Background: an optimization exercise with open tools, aiming at small area, a short achievable clock period and few clock cycles. Do not read the settings as production practice.
At most, simulation tests tie the RTL to the original design; equivalence was not proved.
No functional check of the RTL was part of runs 1 and 2.
No activity file was given, so power comes from the tool's default toggle rates.

[design/flow/design.v]
module div (
    input wire clk,
    input wire rst_n,
    input wire [32-1:0] dividend_i,
    input wire [32-1:0] divisor_i,
    input wire                       start_i,
    input wire                       ctrl_ready_i,
    input wire [                3:0] op_i,
    output wire [32-1:0] result_o,
    output reg                        busy_o,
    output reg                        valid_o
);
    localparam [1:0] S_IDLE = 2'd0, S_PREP = 2'd1, S_ITER = 2'd2, S_FIN = 2'd3;
    reg  [1:0] state;
    reg [31:0] r;       
    reg [31:0] x;       
    reg [31:0] q;       
    reg  [4:0] cnt;
    reg  [4:0] pa, pb;  
    reg        sa, sb;  
    reg        is_rem;   
    reg        cin;      
    function automatic [4:0] msb32(input [31:0] v);
        reg [7:0] nz;
        reg [1:0] p [0:7];
        reg [2:0] g;
        integer i;
        begin
            for (i = 0; i < 8; i = i + 1) begin
                nz[i]   = |v[4*i+:4];
                p[i][1] = v[4*i+3] | v[4*i+2];
                p[i][0] = v[4*i+3] | (~v[4*i+2] & v[4*i+1]);
            end
            g[2] = |nz[7:4];
            g[1] = g[2] ? (nz[7] | nz[6]) : (nz[3] | nz[2]);
            g[0] = g[2] ? (nz[7] | (~nz[6] & nz[5])) : (nz[3] | (~nz[2] & nz[1]));
            msb32 = {g, p[g]};
        end
    endfunction
    wire        sgn_i = op_i[0] | op_i[2];
    wire        sa_i  = sgn_i & dividend_i[31];
    wire        sb_i  = sgn_i & divisor_i[31];
    wire [31:0] a_m   = dividend_i ^ {32{sa_i}};    
    wire [31:0] b_m   = divisor_i ^ {32{sb_i}};     
    wire [32:0] sum;
    wire        cout = sum[32];
    add32 u_add (.a(r), .b(x), .ci(cin), .s(sum));
    wire        prep = (state == S_PREP);
    wire [31:0] inc_in = prep ? r : (is_rem ? (r ^ {32{sa}}) : ~q);
    wire        inc_c  = (prep | is_rem) ? sa : 1'b1;
    wire [31:0] inc_out;
    inc32 u_inc (.a(inc_in), .ci(inc_c), .s(inc_out));
    wire [5:0] kk = {1'b0, pa} - {1'b0, pb};
    wire [4:0] k  = kk[4:0];
    reg  [31:0] x_init;
    always @(*) begin
        x_init = x;
        if (k[0]) x_init = {x_init[30:0], {1{~sb}}};
        if (k[1]) x_init = {x_init[29:0], {2{~sb}}};
        if (k[2]) x_init = {x_init[27:0], {4{~sb}}};
        if (k[3]) x_init = {x_init[23:0], {8{~sb}}};
        if (k[4]) x_init = {x_init[15:0], {16{~sb}}};
    end
    wire bz = ~sb & (pb == 5'd0) & x[0];
    wire lt = ~cout;
    wire early = bz | ((sa & ~sb) ? kk[5] : lt);
    assign result_o = q;
    always @(posedge clk) begin
        if (!rst_n) begin
            state   <= S_IDLE;
            busy_o  <= 1'b0;
            valid_o <= 1'b0;
        end else begin
            case (state)
                S_IDLE: begin
                    if (ctrl_ready_i) begin
                        valid_o <= 1'b0;
                        if (start_i) begin
                            state  <= S_PREP;
                            busy_o <= 1'b1;
                        end
                    end
                end
                S_PREP: begin
                    if (early) begin
                        if (sa & is_rem) begin
                            state <= S_FIN;
                        end else begin
                            state   <= S_IDLE;
                            busy_o  <= 1'b0;
                            valid_o <= 1'b1;
                        end
                    end else begin
                        state <= S_ITER;
                    end
                end
                S_ITER: begin
                    if (cnt == 5'd0) begin
                        if (is_rem | (sa ^ sb)) begin
                            state <= S_FIN;
                        end else begin
                            state   <= S_IDLE;
                            busy_o  <= 1'b0;
                            valid_o <= 1'b1;
                        end
                    end
                end
                default: begin   
                    state   <= S_IDLE;
                    busy_o  <= 1'b0;
                    valid_o <= 1'b1;
                end
            endcase
        end
    end
    always @(posedge clk) begin
        pa <= msb32(sa_i ? {~dividend_i[30:0], 1'b1} : dividend_i);
        pb <= msb32(b_m | {31'd0, sb_i});
        case (state)
            S_IDLE:  x <= ~b_m;
            S_PREP:  x <= x_init;
            default: x <= {1'b1, x[31:1]};
        endcase
        cnt <= (state == S_PREP) ? k : cnt - 5'd1;
        cin <= (state == S_IDLE) ? (sa_i | ~sb_i) : ~sb;
        case (state)
            S_IDLE: begin
                r      <= a_m;
                sa     <= sa_i;
                sb     <= sb_i;
                is_rem <= op_i[2] | op_i[3];
            end
            S_PREP: begin
                r <= inc_out;
                q <= is_rem ? inc_out : {32{bz}};
            end
            S_ITER: begin
                if (cout) r <= sum[31:0];
                q <= {q[30:0], cout};
            end
            default: begin   
                q <= inc_out;
            end
        endcase
    end
endmodule
module add32 (
    input  wire [31:0] a,
    input  wire [31:0] b,
    input  wire        ci,
    output wire [32:0] s
);
    reg [31:0] g [0:5];
    reg [31:0] p [0:5];
    integer l, i;
    always @(*) begin
        g[0] = a & b;
        p[0] = a ^ b;
        g[0][0] = g[0][0] | (p[0][0] & ci);
        for (l = 0; l < 5; l = l + 1) begin
            g[l+1] = g[l];
            p[l+1] = p[l];
            for (i = 0; i < 32; i = i + 1)
                if ((i >> l) & 1) begin
                    g[l+1][i] = g[l][i] | (p[l][i] & g[l][((i >> l) << l) - 1]);
                    p[l+1][i] = p[l][i] & p[l][((i >> l) << l) - 1];
                end
        end
    end
    assign s = {g[5][31], (a ^ b) ^ {g[5][30:0], ci}};
endmodule
module inc32 (
    input  wire [31:0] a,
    input  wire        ci,
    output wire [31:0] s
);
    reg [31:0] t [0:5];
    integer l, i;
    always @(*) begin
        t[0] = a;
        t[0][0] = a[0] & ci;
        for (l = 0; l < 5; l = l + 1) begin
            t[l+1] = t[l];
            for (i = 0; i < 32; i = i + 1)
                if ((i >> l) & 1) t[l+1][i] = t[l][i] & t[l][((i >> l) << l) - 1];
        end
    end
    assign s = a ^ {t[5][30:0], ci};
endmodule
[design/flow/standard.sh]
#!/bin/bash
# synth_recipe.tcl (not shown) runs the flow's synth.tcl, then flattens the netlist and writes it again
# the make line also repeats each setting of config.mk as NAME=value (left out here)
make -C /OpenROAD-flow-scripts/flow DESIGN_CONFIG=/design/flow/config.mk WORK_HOME=/design/flow/orfs CLKGATE_MAP_FILE= SYNTH_SCRIPT=/design/flow/synth_recipe.tcl "${@:-finish}"
[design/flow/flow/run.sh]
#!/bin/bash
# The standard layout (the standard.sh, standard synthesis included),
# with the port buffers that ORFS inserts before global placement made
# from sky130_fd_sc_hd__buf_1 instead of the library's pick.
set -euo pipefail
export BUFFER_PORTS_ARGS="-buffer_cell sky130_fd_sc_hd__buf_1"
bash standard.sh > standard.log 2>&1
[design/flow/constraint.sdc]
create_clock -name core_clock -period 8.0 [get_ports {clk}]
set_input_delay 1.6000 -clock core_clock [delete_from_list [all_inputs] [get_ports {clk}]]
set_output_delay 1.6000 -clock core_clock [all_outputs]
set_load 0.01 [all_outputs]
[design/flow/config.mk]
export PLATFORM = sky130hd
export DESIGN_NAME = div
export DESIGN_NICKNAME = div
export VERILOG_FILES = /design/flow/design.v
export SDC_FILE = /design/flow/constraint.sdc
export NUM_CORES = 4
export LEC_CHECK = 0
export ABC_AREA = 1
export CAP_MARGIN = 20
export CORE_MARGIN = 2
export CORE_UTILIZATION = 50
export CTS_BUF_LIST = sky130_fd_sc_hd__clkbuf_8
export PLACE_DENSITY = 0.65
export SETUP_SLACK_MARGIN = 4.75
export SLEW_MARGIN = 20
==> summary.md, run 1 <==
| Metric | Value |
|---|---|
| Number of synthesized flops with an enable pin | 69 |
| Pwr Density | 475 nW/um^2 |
| Leakage | 6.83 nW |
| Post-DP HPWL | 29900 um |
| Max rail drop VDD | 0.743 mV |
| Diodes inserted | 0 |
| Clk root buf | clkbuf_8 |
| CP endpoint | pa[1] |
| Syn_nets | 2081 |
| Setup crit end kind | flop |
| Clk pin slew, worst setup/hold paths | 0.08 ns |
| Most frequent cells in the layout | 668 x nand2_1, 244 x inv_1, 147 x nand3_1 |
| Area of the multi-input gates | 7990 um^2 |
| Setup Viol. Count Final | 0 |
| Vias post-DR | 13.6k |
| FF+latch count, synth | 119 |
| Worst path slowest cell | nor2_4 |
| DR DRC count | 0 |
| Most used cell, CP | nor2_4 |
| # IOs | 106 |
| Post-layout net count | 2171 |
| Mean post-synth cell area | 6.18 um^2 |
| Cell variety after synth | 50 |
| WP data required | 8.35 ns |
| Clock power frac | 0.102 |
| CTS sink cnt | 119 |
| FP Rows | 56 |
| Sequential power share | 0.227 |
| Synthesis Warnings | 8 |
| CTS tree | done |
| RSZ-0062 raised after global routing | yes |
| Tcrit/Tclk final | 0.395 |
| Die Width | 159 um |
| Layout cells sized above 1 | 0.102 |
| Hold WC Path Type | reg2reg |
| Initial core utilization | 0.511 |
| Wirelength per Cell | 17.9 um |
| Post-Syn Instances | 1954 |
| CP Data Arrival Time | 3.50 ns |
| Port bufs | 104 |
| Synth-to-layout area growth | 13.9% |
| Final TNS setup | 0 ns |
| Crit path max fanout | 6 |
| Max Cap Violations | 0 |
| GPL Wtd Cong | 0.965 |
| Fmax | 317 MHz |
| Synth Cell Area | 12100 um^2 |
| Router iterations before antenna repair | 7 |
| Largest net degree at the start of global routing | 62 |
| Clock buffer depth | 2 |
| Post-DP Area | 12600 um^2 |
| Detailed Route Iter0 Violations | 1518 |
| Clock skew | 0.0168 ns |
| Core Util, Final | 0.583 |
| Core ar. | 23600 um^2 |
| Worst setup path category | in2reg |
| Tmin final | 3.16 ns |
| H-Tree Depth | 4 |
| Die area | 25400 um^2 |
| Final wirelength | 42500 um |
| # fillers | 2382 |
| Chip height | 159 um |
| Overflow after GRT | 0 |
| DR vias/cell | 5.70 |
| Max-slew headroom | 0.441 |
| Hold Vio Cnt, Final | 0 |
| CP max stage delay | 0.25 ns |
| Combinational power share | 0.670 |
| FF-to-FF End | r[8] |
| Internal Power | 0.00297 W |
| Critical path origin | op_i[0] |
| Clk Latency, worst-skew pair | 0.48 ns |
| ANT nets after route | 0 |
| Total power | 0.00653 W |
| Sw Ratio | 0.545 |
| GRT Util Overall | 0.322 |
| Type of origin of the critical path | primary input |
| Psw | 0.00356 W |
| Sequential cell area | 3080 um^2 |
| Initial antenna violation count | 0 |
| Vias in the first global route | 11.9k |
| CP cell instances | clkbuf_2 > nor2_4 > buf_6 > nor2_4 > nand2_2 > nand2_1 > nor2_1 > nand2_2 > nor2_4 > nand2_2 > nor2_4 > nor2_4 > nand3b_1 > nor2_1 > nor2_2 > nand3_1 |
| R2r setup slk | 4.92 ns |
| Outcome | complete, no violations |
| Slew @ Worst Pin | 0.838 ns |
| Fin area | 13800 um^2 |
| Worst reg2reg path depth | 14 |
| Register area share after synthesis | 0.254 |
| CTS Buf Count | 17 |
| Ys async rst share | 0 |
| Reg2Reg Launch Point | state[1] |
| First-pass GRT wire length | 64800 um |
| Max Slew Vio Count | 0 |
| Most common library cell in the layout ignoring fill and taps | nand2_1 |
| Main synth FF type | edfxtp_1 |
[layer usage]
layer	up-vias	track usage	routed length, um
met4	0	0.123	1400
met3	84	0.0391	3810
li1	6591	-	-
met5	-	0	0
met1	6215	0.455	18500
met2	665	0.502	18800
[worst min-delay path by stage]
stage	slack, ns	to	cells after the start	startpoint
2_1_floorplan	0.45	cnt[0]	1	cnt[0]
3_3_place_gp	0.43	busy_o	2	busy_o
3_5_place_dp	0.43	busy_o	2	busy_o
4_1_cts	0.45	busy_o	2	busy_o
5_1_grt	0.47	busy_o	2	busy_o
6_report	0.44	busy_o	2	busy_o
[critical path, delay by kind of cell]
kind,cells,cell delay (ns)
buffers and inverters,2,0.29
AND/OR/NAND/NOR,14,1.60
[synth_stat cells, types with 3 or more instances]
master / n / area share
nor2_4: 3 / 0.0028
nor3_1: 10 / 0.0041
nand3b_1: 4 / 0.0025
nor2_1: 122 / 0.038
edfxtp_1: 69 / 0.17
a31oi_1: 17 / 0.0088
buf_4: 8 / 0.0050
or2_2: 6 / 0.0031
ha_1: 48 / 0.050
o221ai_2: 3 / 0.0037
buf_1: 7 / 0.0022
o21bai_1: 6 / 0.0037
o21ai_1: 20 / 0.0083
fa_1: 7 / 0.012
inv_2: 10 / 0.0031
nand2_1: 687 / 0.21
inv_1: 248 / 0.077
nand2_2: 13 / 0.0067
nand3_1: 149 / 0.062
mux2i_1: 29 / 0.024
a21oi_1: 91 / 0.038
nor2_2: 7 / 0.0036
a22oi_1: 14 / 0.0087
clkbuf_1: 54 / 0.017
a31o_2: 7 / 0.0051
buf_6: 5 / 0.0047
o21ai_0: 129 / 0.053
a21o_1: 13 / 0.0081
xor2_1: 20 / 0.015
dfxtp_1: 50 / 0.083
buf_2: 12 / 0.0050
o211ai_1: 15 / 0.0093
o221ai_1: 23 / 0.017
nand4_1: 19 / 0.0098
xnor2_1: 7 / 0.0051
[cells by family (layout without fill, tap and decap cells)]
kind of cell,count (synthesis),count (layout),share of synthesized area
xor+xnor,27,27,0.0196
simple gates,1027,1034,0.351
buf+inv,347,443,0.116
fa+ha+maj,55,55,0.0613
flops,119,119,0.254
mux,29,29,0.0240
compound gates,350,350,0.174
[final cells by class]
cell class | instances | share of cell area
clock inverter | 13 | 0.0146
clock buffer | 19 | 0.0190
sequential | 119 | 0.224
multi-input combinational | 1495 | 0.581
tap | 319 | 0.0290
timing repair buffer | 151 | 0.0601
inverter | 260 | 0.0727
[metrics by stage]
step | hold WS, ns | std cells | setup slack [ns]
detailed placement | 0.432 | 2306 | 3.55
finish | 0.440 | 2376 | 4.84
floorplan | 0.450 | 1954 | 4.79
global route | 0.467 | 2376 | 4.66
CTS | 0.445 | 2358 | 4.72
global placement | 0.432 | 2306 | 3.60
[state kept, by name, indices dropped and copies added, names as in the netlist, 2 cells and up]
signal,count
r,32
x,32
pa,5
cnt,5
pb,5
q,32
state,2
[power by group through the flow]
stage	Combinational (W)	Sequential, W	Clock (W)
floorplan	0.00308	0.00139	0
global placement	0.00404	0.00149	0
detailed placement	0.00410	0.00149	0
CTS	0.00422	0.00147	0.000667
global route	0.00486	0.00150	0.000693
finish	0.00438	0.00148	0.000669
[timing repair]
action / in CTS / in global routing
pin swaps: 11 / 20
resized for setup: 38 / 67
hold buffers: 0 / 0
endpoints found under the setup margin: 105 / 87
cloned: 6 / 2
buffers inserted: 14 / 16
==> inputs of run 2 (changes only) <==
--- a/design/flow/config.mk
+++ b/design/flow/config.mk
@@ -13,3 +13,3 @@
 export PLACE_DENSITY = 0.65
-export SETUP_SLACK_MARGIN = 4.75
+export SETUP_SLACK_MARGIN = 4.8
 export SLEW_MARGIN = 20
==> run 2 against run 1 <==
Core utilization is 1.6 points higher; synthesized cell count stayed put; setup slack worse by 0.022 ns; still clean on timing, DRC and antenna; non-clock buffer count is 18 higher; flip-flop and latch count stayed put; highest routed layer unchanged; die area stayed put; final cell count is 0.88% higher; largest power group unchanged; hold slack better by 0.0074 ns.
==> summary.md, run 2 <==
| Metric | Value |
|---|---|
| Worst setup path category | in2reg (unchanged) |
| Vias in the first global route | 12.2k (was 11.9k) |
| Max rail drop VDD | 0.414 mV (was 0.743 mV) |
| Chip height | 159 um (unchanged) |
| RSZ-0062 raised after global routing | yes (unchanged) |
| Mean post-synth cell area | 6.18 um^2 (unchanged) |
| Core Util, Final | 0.599 (was 0.583) |
| Hold_ws | 0.448 ns (was 0.440 ns) |
| Largest net degree at the start of global routing | 62 (unchanged) |
| Hold Vio Cnt, Final | 0 (unchanged) |
| Synthesis Warnings | 8 (unchanged) |
| Final wirelength | 44100 um (was 42500 um) |
| First-pass GRT wire length | 67400 um (was 64800 um) |
| CP top delay family | simple AND/OR/NAND/NOR gates (unchanged) |
| Wirelength per Cell | 18.4 um (was 17.9 um) |
| Ys async rst share | 0 (unchanged) |
| Synth-to-layout area growth | 17.0% (was 13.9%) |
| CP cell instances | buf_4 > nor2_4 > buf_6 > nor2_4 > buf_6 > nand2_1 > nand2_4 > nor2_4 > nand3_2 > nor2_4 > buf_4 > buf_4 > nand4_1 > nor2_1 > nor2_1 > nand2_1 > nor2_1 > nand2_1 (was clkbuf_2 > nor2_4 > buf_6 > nor2_4 > nand2_2 > nand2_1 > nor2_1 > nand2_2 > nor2_4 > nand2_2 > nor2_4 > nor2_4 > nand3b_1 > nor2_1 > nor2_2 > nand3_1) |
| H-Tree Depth | 4 (unchanged) |
| Syn_nets | 2081 (unchanged) |
| Outcome | complete, no violations (unchanged) |
| Layout cells sized above 1 | 0.125 (was 0.102) |
| # IOs | 106 (unchanged) |
| Port bufs | 104 (unchanged) |
| DR DRC count | 0 (unchanged) |
| CTS sink cnt | 119 (unchanged) |
| CP max stage delay | 0.20 ns (was 0.25 ns) |
| WP data required | 8.41 ns (was 8.35 ns) |
| Diodes inserted | 0 (unchanged) |
| Number of synthesized flops with an enable pin | 69 (unchanged) |
| Router iterations before antenna repair | 5 (was 7) |
| Type of origin of the critical path | primary input (unchanged) |
| Tcrit/Tclk final | 0.397 (was 0.395) |
| Max-slew headroom | 0.539 (was 0.441) |
| Commonest cells in the synthesized netlist | 687 x nand2_1, 248 x inv_1, 149 x nand3_1, 129 x o21ai_0, 122 x nor2_1 (unchanged) |
| Ranking of synthesized cells by area | nand2_1 21%, edfxtp_1 17%, dfxtp_1 8.3%, inv_1 7.7%, nand3_1 6.2% (unchanged) |
| Setup Viol. Count Final | 0 (unchanged) |
| Clock buffer depth | 2 (unchanged) |
| Post-DP HPWL | 30500 um (was 29900 um) |
| DR vias/cell | 5.76 (was 5.70) |
| Initial antenna violation count | 0 (unchanged) |
| CTS Buf Count | 17 (unchanged) |
| Area share of the largest cell type after synthesis | 0.214 (unchanged) |
| Post-Syn Instances | 1954 (unchanged) |
| Buf/Inv on CP | 5 (was 2) |
| FF+latch count, synth | 119 (unchanged) |
| CP Data Arrival Time | 3.59 ns (was 3.50 ns) |
| Area leader, netlist | nand2_1 (unchanged) |
| Leakage | 7.00 nW (was 6.83 nW) |
| Die area | 25400 um^2 (unchanged) |
| Post-layout net count | 2192 (was 2171) |
| Max Slew Vio Count | 0 (unchanged) |
| Worst path slowest cell | nor2_4 (unchanged) |
| Pwr Density | 472 nW/um^2 (was 475 nW/um^2) |
| Die Width | 159 um (unchanged) |
| Initial core utilization | 0.511 (unchanged) |
| Most common library cell in the layout ignoring fill and taps | nand2_1 (unchanged) |
| Core ar. | 23600 um^2 (unchanged) |
| Total power | 0.00667 W (was 0.00653 W) |
| Most frequent cells in the layout | 648 x nand2_1, 244 x inv_1, 147 x nand3_1 (was 668 x nand2_1, 244 x inv_1, 147 x nand3_1) |
| Hold WC Path Type | reg2reg (unchanged) |
| ANT nets after route | 0 (unchanged) |
| Slew @ Worst Pin | 0.691 ns (was 0.838 ns) |
| Top-count cell post-synth | nand2_1 (unchanged) |
| Fmax | 315 MHz (was 317 MHz) |
| FP Rows | 56 (unchanged) |
| Synth Cell Area | 12100 um^2 (unchanged) |
| Crit path max fanout | 7 (was 6) |
| Overflow after GRT | 0 (unchanged) |
| Tmin final | 3.18 ns (was 3.16 ns) |
| Main synth FF type | edfxtp_1 (unchanged) |
| Setup crit end kind | flop (unchanged) |
| Clk root buf | clkbuf_8 (unchanged) |
| Non-Filler Instances | 2397 (was 2376) |
| Largest regs | q: 32 flops, r: 32 flops, x: 32 flops (unchanged) |
| Cell total after placement | 2305 (was 2306) |
| Cell variety after synth | 50 (unchanged) |
| Register area share after synthesis | 0.254 (unchanged) |
| CTS tree | done (unchanged) |
| Clk pin slew, worst setup/hold paths | 0.08 ns (about the same) |
| Final TNS setup | 0 ns (unchanged) |
| Most used cell, CP | nor2_4 (unchanged) |
| Max Cap Violations | 0 (unchanged) |
| Vias post-DR | 13.8k (was 13.6k) |
| Clock skew | 0.0147 ns (was 0.0168 ns) |
| Detailed Route Iter0 Violations | 1550 (was 1518) |
| Clk Latency, worst-skew pair | 0.46 ns (was 0.48 ns) |
| GRT Util Overall | 0.335 (was 0.322) |
| GPL Wtd Cong | 0.966 (was 0.965) |
-- run 2: cell count changes in the layout (fill, tap and decap cells not counted), moves of 4 or more --
cell / previous run / this run
nand2_4: 8 / 12
buf_4: 36 / 50
nand2_1: 668 / 648
buf_6: 5 / 11
buf_2: 4 / 0
nor2_4: 15 / 20
nand2_2: 26 / 41
nor2_1: 99 / 94
-- run 2: tightest hold or removal path, delay by kind of cell, from the launching register on --
kind | cells | cell delay [ns]
AOI/OAI and AO/OA | 1 | 0.05
DFF | 1 | 0.31
buffers and inverters | 1 | 0.05
-- run 2: worst paths after layout --
check | startpoint | endpoint | slack, ns | depth (start not counted)
hold reg to reg | busy_o | busy_o | 0.45 | 2
setup / recovery | op_i[0] | pb[1] | 4.82 | 18
hold / removal | busy_o | busy_o | 0.45 | 2
setup reg to reg | state[1] | r[21] | 4.89 | 18
-- run 2: through the flow --
step	cell area, um^2	setup slack [ns]
final	14100	4.82
after global routing	14100	4.71
after CTS	13600	4.75
after detailed placement	12600	3.44
after global placement	12600	3.52
after floorplan	12100	4.81
-- run 2: power breakdown --
part / leakage, nW / internal [W] / switching, W
clock network: 0.250 / 0.000401 / 0.000272
registers: 1.11 / 0.00115 / 0.000335
logic: 5.64 / 0.00148 / 0.00302
-- run 2: cell type report --
type,count,area (um^2)
well taps,319,399
clock inverters,11,178
flip-flops and latches,119,3080
clock buffers,21,289
fillers,2341,9480
multi-input cells,1495,8140
repair inverters,3,21.3
repair buffers,169,1020
inverters,260,1010
-- run 2: routing by layer --
| metal | track usage | wire [um] | up-vias |
|---|---|---|---|
| li1 | - | - | 6635 |
| met2 | 0.524 | 19500 | 759 |
| met4 | 0.115 | 1640 | 0 |
| met1 | 0.469 | 18700 | 6293 |
| met3 | 0.0565 | 4300 | 121 |
| met5 | 0 | 0 | - |
-- run 2: timing repair --
action / 4_1_cts / 5_1_grt
cloned: 9 / 2
hold buffers: 0 / 0
endpoints found under the setup margin: 119 / 107
hold endpoints to repair: 0 / 0
pin swaps: 13 / 39
resized for setup: 53 / 115
setup buffers: 27 / 22
-- run 2: cell families (layout without fill, tap and decap cells) --
logic type	Yosys count	count (layout)	synth area share
and+or+nand+nor	1027	1034	0.351
AOI/OAI and AO/OA	350	350	0.174
buffers and inverters	347	464	0.116
DFF	119	119	0.254
adders and majority gates	55	55	0.0613
muxes	29	29	0.0240
xor gates and xnor gates	27	27	0.0196
==> inputs of run 3 (changes only) <==
--- a/design/flow/design.v
+++ b/design/flow/design.v
@@ -52,3 +52,3 @@
     inc32 u_inc (.a(inc_in), .ci(inc_c), .s(inc_out));
-    wire [5:0] kk = {1'b0, pa} - {1'b0, pb};
+    wire [5:0] kk = {1'b0, pa} + {5'd0, sa} - {1'b0, pb};
     wire [4:0] k  = kk[4:0];
@@ -63,3 +63,3 @@
     end
-    wire bz = ~sb & (pb == 5'd0) & x[0];
+    wire bz = ~sb & (&x);                           
     wire lt = ~cout;
@@ -116,3 +116,3 @@
     always @(posedge clk) begin
-        pa <= msb32(sa_i ? {~dividend_i[30:0], 1'b1} : dividend_i);
+        pa <= msb32(a_m);
         pb <= msb32(b_m | {31'd0, sb_i});
==> design/flow/flow/run.sh (replaced) <==
#!/bin/bash
set -euo pipefail
export BUFFER_PORTS_ARGS="-buffer_cell sky130_fd_sc_hd__buf_1"
export RECOVER_POWER=50
bash standard.sh > standard.log 2>&1
--- a/design/flow/config.mk
+++ b/design/flow/config.mk
@@ -12,4 +12,4 @@
 export CTS_BUF_LIST = sky130_fd_sc_hd__clkbuf_8
-export PLACE_DENSITY = 0.65
-export SETUP_SLACK_MARGIN = 4.8
+export PLACE_DENSITY = 0.55
+export SETUP_SLACK_MARGIN = 4.75
 export SLEW_MARGIN = 20
==> run 3 against run 2 <==
Now fails the layout checks on max-capacitance violations, max-slew violations; power up 1.4%; sequential power down 3%; area after synthesis is 3.2% higher; final cell count grew 3.8%; routed wire length grew 1.6%; register-to-register slack worse by 2.3 ns; global-route usage is 0.063 points lower.
==> summary.md, run 3 <==
| Metric | Value |
|---|---|
| Most common library cell in the layout ignoring fill and taps | nand2_1 (unchanged) |
| # IOs | 106 (unchanged) |
| Sw Ratio | 0.558 (was 0.544) |
| Clock buffer depth | 2 (unchanged) |
| Post-DP HPWL | 31400 um (was 30500 um) |
| Worst reg2reg path depth | 8 (was 18) |
| Combinational power share | 0.689 (was 0.676) |
| R2r setup slk | 2.60 ns (was 4.89 ns) |
| Area of the multi-input gates | 8100 um^2 (was 8140 um^2) |
| Synth Cell Area | 12500 um^2 (was 12100 um^2) |
| Vias in the first global route | 12.4k (was 12.2k) |
| Crit path max fanout | 50 (was 7) |
| Overflow after GRT | 0 (unchanged) |
| ANT nets after route | 0 (unchanged) |
| Mean post-synth cell area | 6.03 um^2 (was 6.18 um^2) |
| Leakage | 6.88 nW (was 7.00 nW) |
| Commonest cells in the synthesized netlist | 801 x nand2_1, 253 x inv_1, 139 x nand3_1, 134 x nor2_1, 130 x o21ai_0 (was 687 x nand2_1, 248 x inv_1, 149 x nand3_1, 129 x o21ai_0, 122 x nor2_1) |
| Psw | 0.00377 W (was 0.00363 W) |
| Sequential power share | 0.213 (was 0.223) |
| DR vias/cell | 5.62 (was 5.76) |
| H-Tree Depth | 4 (unchanged) |
| DR DRC count | 0 (unchanged) |
| Detailed Route Iter0 Violations | 1398 (was 1550) |
| FP Rows | 57 (was 56) |
| Max-slew headroom | -1.38 (was 0.539) |
| Reg2Reg Launch Point | state[1] (unchanged) |
| Setup Viol. Count Final | 0 (unchanged) |
| Most frequent cells in the layout | 799 x nand2_1, 252 x inv_1, 138 x nand3_1 (was 648 x nand2_1, 244 x inv_1, 147 x nand3_1) |
| Chip height | 162 um (was 159 um) |
| Layout check faults | max-capacitance violations, max-slew violations |
| Area share of the largest cell type after synthesis | 0.241 (was 0.214) |
| Largest regs | q: 32 flops, r: 32 flops, x: 32 flops (unchanged) |
| Slew @ Worst Pin | 3.57 ns (was 0.691 ns) |
| Ranking of synthesized cells by area | nand2_1 24%, edfxtp_1 17%, dfxtp_1 8.0%, inv_1 7.6%, nand3_1 5.6% (was nand2_1 21%, edfxtp_1 17%, dfxtp_1 8.3%, inv_1 7.7%, nand3_1 6.2%) |
| Max rail drop VDD | 0.303 mV (was 0.414 mV) |
| Post-layout net count | 2282 (was 2192) |
| RSZ-0062 raised after global routing | yes (unchanged) |
| Max Cap Violations | 2 (was 0) |
| CTS Buf Count | 17 (unchanged) |
| Ys async rst share | 0 (unchanged) |
| Post-Syn Instances | 2068 (was 1954) |
| Internal Power | 0.00299 W (was 0.00304 W) |
| Cell variety after synth | 49 (was 50) |
| Register area share after synthesis | 0.247 (was 0.254) |
| CP Data Arrival Time | 5.54 ns (was 3.59 ns) |
| Critical path origin | state[1] (was op_i[0]) |
| Worst setup path category | reg2reg (was in2reg) |
| CTS sink cnt | 119 (unchanged) |
| Area leader, netlist | nand2_1 (unchanged) |
| Pwr Density | 485 nW/um^2 (was 472 nW/um^2) |
| Setup crit end kind | flop (unchanged) |
| Diodes inserted | 0 (unchanged) |
| Largest net degree at the start of global routing | 59 (was 62) |
| Clk pin slew, worst setup/hold paths | 0.08 ns (about the same) |
| Hold Vio Cnt, Final | 0 (unchanged) |
| Synthesis Warnings | 8 (unchanged) |
| Die area | 26200 um^2 (was 25400 um^2) |
| Fmax | 185 MHz (was 315 MHz) |
| Most used cell, CP | clkbuf_1 (was nor2_4) |
| Type of origin of the critical path | flop (was primary input) |
| Tmin final | 5.40 ns (was 3.18 ns) |
| CTS tree | done (unchanged) |
| Vias post-DR | 14.0k (was 13.8k) |
| Main synth FF type | edfxtp_1 (unchanged) |
| GPL Wtd Cong | 0.920 (was 0.966) |
| CP cell instances | inv_1 > ha_1 > clkbuf_1 > clkbuf_1 > nor2_1 > buf_4 > o21ai_0 > buf_8 (was buf_4 > nor2_4 > buf_6 > nor2_4 > buf_6 > nand2_1 > nand2_4 > nor2_4 > nand3_2 > nor2_4 > buf_4 > buf_4 > nand4_1 > nor2_1 > nor2_1 > nand2_1 > nor2_1 > nand2_1) |
| FF+latch count, synth | 119 (unchanged) |
| CP max stage delay | 1.83 ns (was 0.20 ns) |
| Port bufs | 104 (unchanged) |
| Hold Path Sink | valid_o (was busy_o) |
| Router iterations before antenna repair | 6 (was 5) |
| Worst path slowest cell | clkbuf_1 (was nor2_4) |
| Hold depth | 2 (unchanged) |
| Initial core utilization | 0.511 (about the same) |
| Clk Latency, worst-skew pair | 0.46 ns (about the same) |
| WP data required | 8.14 ns (was 8.41 ns) |
| Clock power frac | 0.098 (was 0.101) |
| Hold_ws | 0.473 ns (was 0.448 ns) |
| Core Util, Final | 0.571 (was 0.599) |
| Clk root buf | clkbuf_8 (unchanged) |
| Die Width | 162 um (was 159 um) |
| # fillers | 2601 (was 2341) |
| Worst Hold Launch | valid_o (was busy_o) |
| Number of synthesized flops with an enable pin | 69 (unchanged) |
| Initial antenna violation count | 1 (was 0) |
| Top-count cell post-synth | nand2_1 (unchanged) |
| Sequential cell area | 3070 um^2 (was 3080 um^2) |
| Final wirelength | 44800 um (was 44100 um) |
| Tcrit/Tclk final | 0.675 (was 0.397) |
| Syn_nets | 2200 (was 2081) |
| Max Slew Vio Count | 108 (was 0) |
| Clock skew | 0.0228 ns (was 0.0147 ns) |
| Layout cells sized above 1 | 0.0837 (was 0.125) |
| Hold WC Path Type | reg2reg (unchanged) |
| Wirelength per Cell | 18.0 um (was 18.4 um) |
| Synth-to-layout area growth | 11.7% (was 17.0%) |
| Outcome | failed layout checks (was complete, no violations) |
| Core ar. | 24400 um^2 (was 23600 um^2) |
| FF-to-FF End | r[1] (was r[21]) |
| First-pass GRT wire length | 68300 um (was 67400 um) |
| GRT Util Overall | 0.335 (about the same) |
| Final TNS setup | 0 ns (unchanged) |
==> run 3: cell types whose count changed after synthesis, moves of 6 or more <==
| cell | delta |
|---|---|
| o211ai_2 | +13 |
| nand3_1 | -10 |
| nand2_1 | +114 |
| nand2_2 | +8 |
| or2_1 | +6 |
| nor2_1 | +12 |
| or2_2 | +8 |
| a21o_1 | -12 |
| xor2_1 | -6 |
| o21ai_1 | -10 |
| mux2i_1 | -16 |
==> run 3: worst max-delay path by stage <==
stage | slack, ns | end | depth (start not counted)
after global routing | 2.35 | r[1] | 8
after CTS | 4.75 | r[8] | 17
after global placement | 3.76 | r[16] | 17
final | 2.60 | r[1] | 8
after floorplan | 4.76 | r[0] | 13
after detailed placement | 3.72 | r[16] | 17
==> run 3: power by group through the flow <==
stage / clock network (W) / logic [W] / registers (W)
after global placement: 0 / 0.00422 / 0.00144
after global routing: 0.000692 / 0.00516 / 0.00146
after floorplan: 0 / 0.00319 / 0.00134
after CTS: 0.000666 / 0.00442 / 0.00142
final: 0.000662 / 0.00466 / 0.00144
after detailed placement: 0 / 0.00427 / 0.00144
==> run 3: cell families (layout without fill, tap and decap cells) <==
family	count (synthesis)	after routing	share of synthesized area
simple gates	1179	1183	0.395
buf+inv	357	448	0.116
compound gates	320	320	0.153
flops	119	119	0.247
fa+ha+maj	60	60	0.0644
xor+xnor	20	20	0.0141
mux	13	13	0.0104
==> run 3: metal layers <==
| metal | global-route usage | vias to the layer above | wire (um) |
|---|---|---|---|
| met5 | 0 | - | 13 |
| met4 | 0.0845 | 2 | 1050 |
| met3 | 0.0595 | 69 | 4190 |
| met2 | 0.523 | 648 | 19800 |
| met1 | 0.478 | 6402 | 19800 |
| li1 | - | 6864 | - |
==> run 3: area by class of cell <==
class | count | area share
multi-input combinational | 1596 | 0.581
sequential | 119 | 0.221
inverter | 262 | 0.0725
timing repair buffer | 150 | 0.0609
tap | 324 | 0.0291
clock buffer | 17 | 0.0168
clock inverter | 15 | 0.0161
timing repair inverter | 4 | 0.00243
==> run 3: critical path: cells and delay by family, from the launching register on <==
kind,cells,cell delay (ns)
adders and majority gates,1,0.29
buffers and inverters,5,3.21
DFF,1,0.35
and+or+nand+nor,1,0.05
AOI/OAI and AO/OA,1,1.09
==> run 3: repair_timing <==
action / in CTS / in global routing
hold buffers: 0 / 0
cloned: 6 / 4
gates resized for setup: 39 / 53
pin swaps: 4 / 11
endpoints found under the setup margin: 119 / 75
buffers inserted: 10 / 16
==> run 3: stage by stage <==
step / total power (W) / instance area [um^2] / setup WS [ns] / instances
4_1_cts: 0.00651 / 13700 / 4.75 / 2467
3_5_place_dp: 0.00571 / 13000 / 3.72 / 2419
5_1_grt: 0.00731 / 13900 / 2.35 / 2487
2_1_floorplan: 0.00453 / 12500 / 4.76 / 2068
6_report: 0.00676 / 13900 / 2.60 / 2487
3_3_place_gp: 0.00566 / 13000 / 3.76 / 2419
Testbench counts of run 3, summed over its fixed seeds: cycles 63,187.

separate check: timing with driven ports:
No port has a modelled driver above. Below, the same layouts with a new extraction and two added sets of constraints. Step 1, drivers: a clkbuf_16 drives clk and a buf_2 each remaining input, both assumed. Step 2 adds t to the input delays and takes it off the output delays; t is the mean of the earliest and latest rising clock arrival at the registers after step 1. Input paths then give back, and output paths get back, about the clock's delay inside the block. a / b / c = ideal ports / drivers / drivers and shift; a / b = the first two.
run | t (ns) | setup WS [ns] | clock arrival spread, ns | cell pins on the clock port's net
run 1 | 0.518 | 4.844 / 4.874 / 4.356 | 0.017 / 0.017 | 1
run 2 | 0.504 | 4.822 / 4.849 / 4.346 | 0.015 / 0.015 | 1
run 3 | 0.502 | 2.598 / 2.598 / 2.598 | 0.023 / 0.023 | 1
For run 1, which loses most, drivers alone change the setup slack by +0.030 ns; drivers and shift together by -0.488 ns.
